What follows belongs to an exercise in optimizing a design on an open flow for small area; a production flow would make more cautious choices.
The RTL was checked by simulation tests, not by an equivalence proof against the original design.
No activity file was given, so power comes from the tool's default toggle rates.

build 72:
## i2c_regs
module i2c_regs (
	input  wire        clk,
	input  wire        rst_n,               
	input  wire        scl_i,
	output wire        scl_o,
	output wire        scl_t,
	input  wire        sda_i,
	output wire        sda_o,
	output wire        sda_t,
	input  wire        pll_lock,
	input  wire        second_pll_lock,
	input  wire        subg_delay_cflag,
	output wire        i2c_busy,
	output wire        i2c_addressed,
	output wire        i2c_bus_active,
	output reg         internal_rst,
	output reg         led_rst,
	output reg  [7:0]  ufl_p7_sel,
	output reg  [7:0]  ufl_p8_sel,
	output reg         subg_rx_invert,
	output reg         wifi_rx_invert,
	output reg         subg_sync_check_enable,
	output reg         wifi_sync_check_enable,
	output reg  [15:0] spi1_test_pattern,
	output reg  [15:0] spi2_test_pattern,
	output reg  [15:0] spi3_test_pattern,
	output reg  [15:0] spi4_test_pattern,
	output reg  [3:0]  spi_test_pattern_enable,
	output reg  [31:0] tx_lvds_test_pattern,
	output reg         tx_lvds_test_pattern_enable,
	output reg         subg_delay_loadn,
	output reg         subg_delay_move,
	output reg         subg_delay_direction
);
Size: about 970 cells after synthesis.
clock: 10.0 ns
lec_check: 0
cap_margin: 20
core_margin: 2
core_utilization: 40
slew_margin: 20
standard.sh (not shown) runs the stock make flow with config.mk's settings and CLKGATE_MAP_FILE= SYNTH_SCRIPT=/design/flow/synth_recipe.tcl, a recipe that flattens the netlist after the stock synthesis.
==> flow/flow/run.sh <==
#!/bin/bash
# Own layout flow: the standard synthesis, unchanged; then the
# combinational logic between the registers is re-mapped for area with ABC
# (registers, their names and cell types are kept; the new netlist is
# proven combinationally equivalent to the standard one with Yosys before it
# is used); then the standard ORFS layout with small port buffers and a
# clock tree with larger sink clusters and no dummy loads.
# Each tool's full output goes to a log file of its own in this folder.
set -euo pipefail
WORK=$(pwd)
FLOWDIR=$WORK/flow
YOSYS=$(command -v yosys || echo /OpenROAD-flow-scripts/tools/install/yosys/bin/yosys)
LIB=$FLOW_HOME/platforms/sky130hd/lib/sky130_fd_sc_hd__tt_025C_1v80.lib
RES=$WORK/orfs/results/$FLOW_PLATFORM/i2c_regs/base
source $FLOWDIR/knobs.sh

# 1. standard synthesis
bash standard.sh synth > log_1_synth.log 2>&1

# 2. area re-mapping of the combinational logic
cp $RES/1_2_yosys.v $WORK/std_synth.v
sed -e "s#@LIB@#$LIB#g" -e "s#@IN@#$WORK/std_synth.v#g" -e "s#@OUT@#$WORK/remap.v#g" \
    -e "s#@ABC@#$FLOWDIR/remap.abc#g" $FLOWDIR/remap.ys > $WORK/remap_run.ys
sed -e "s#@LIB@#$LIB#g" -e "s#@A@#$WORK/std_synth.v#g" -e "s#@B@#$WORK/remap.v#g" \
    $FLOWDIR/cec.ys > $WORK/cec_run.ys
if timeout 2400 $YOSYS -s $WORK/remap_run.ys > log_2_remap.log 2>&1 \
   && timeout 1200 $YOSYS -s $WORK/cec_run.ys > log_3_cec.log 2>&1; then
  echo "remapped netlist proven equivalent; using it" > remap_status.txt
  cp $WORK/remap.v $RES/1_2_yosys.v
  rm -f $RES/1_synth.odb
else
  echo "remap failed or not proven; keeping the standard netlist" > remap_status.txt
fi

# 3. layout
bash standard.sh "${KNOBS[@]}" finish > log_4_layout.log 2>&1
==> flow/flow/knobs.sh <==
KNOBS=(
  "BUFFER_PORTS_ARGS=-buffer_cell sky130_fd_sc_hd__buf_1"
  "CTS_ARGS=-sink_clustering_enable -repair_clock_nets -buf_list sky130_fd_sc_hd__clkbuf_8 -dont_use_dummy_load -sink_clustering_size 18 -sink_clustering_max_diameter 60"
)
Other scripts of this flow, unchanged in this note and not shown: flow/flow/cec.ys, flow/flow/remap.abc, flow/flow/remap.ys
Build 72 | status: complete | timing, DRC, antenna: pass
> inputs changed (build 72 -> build 3)
==> flow/flow/knobs.sh <==
KNOBS=(
  "BUFFER_PORTS_ARGS=-buffer_cell sky130_fd_sc_hd__buf_1"
  "CTS_ARGS=-sink_clustering_enable -repair_clock_nets -buf_list sky130_fd_sc_hd__clkbuf_4 -dont_use_dummy_load -sink_clustering_size 9 -sink_clustering_max_diameter 35"
  "CORE_UTILIZATION=60"
  "PLACE_DENSITY=0.75"
)
Findings:
Delta (build 3 minus build 72): share of power burned in the clock network now larger, required time of the worst setup path +0.09 ns, first-pass GRT wire length shrank by about 8%, effective utilization at floorplan now sits higher, global routing met1 resource utilization has increased. Diff build 72 -> build 3: switching power summed over all nets saw an increase, global-route total usage across every layer saw an increase.
Inputs modified between build 3 and build 35:
==> flow/flow/knobs.sh <==
KNOBS=(
  "BUFFER_PORTS_ARGS=-buffer_cell sky130_fd_sc_hd__buf_1"
  "CTS_ARGS=-sink_clustering_enable -repair_clock_nets -buf_list sky130_fd_sc_hd__clkbuf_8 -dont_use_dummy_load -sink_clustering_size 17 -sink_clustering_max_diameter 50"
  "CORE_UTILIZATION=60"
  "PLACE_DENSITY=0.75"
)
==> run summary <==
- Status: final area parity (build 3, build 35)
- First-pass detailed-route iteration total for build 35: 2 down relative to build 3
- Diff build 3 -> build 35 | post-route total power | decrease of about 0.7%
- Summary of build 35 over build 3: minimum setup slack in the final design dropped 0.18 ns, share of the final layout cell area in multi-input gates comparable, signed area change from the synthesized netlist to the final layout held steady, total wire length after detailed routing essentially unchanged.

re-timing with driven ports:
How much do the figures lean on ideal ports? The routed layouts below were timed once more, with nothing changed but the port constraints. Step 1 sets driving cells, clkbuf_16 on the clock port and buf_2 on the other inputs (assumed; they add their load-dependent delay and slew). Step 2 adds t to the input delays and takes it off the output delays; t is the mean of the earliest and latest rising clock arrival at the registers after step 1. Input paths then give back, and output paths get back, about the clock's delay inside the block. Three values: ideal ports, drivers, drivers and shift; two values: the first two.
run	shift t [ns]	setup WS [ns]	worst slew at a driven data input, ns	pins driven straight from the clock port
build 72	0.560	6.165 / 6.165 / 5.908	0.03	1
build 3	0.656	5.612 / 5.629 / 4.973	0.03	1
build 35	0.549	5.431 / 5.450 / 4.901	0.03	1
After both steps setup and hold are still met in every run listed. For build 3, which loses most, drivers alone change the setup slack by +0.017 ns; drivers and shift together by -0.639 ns.
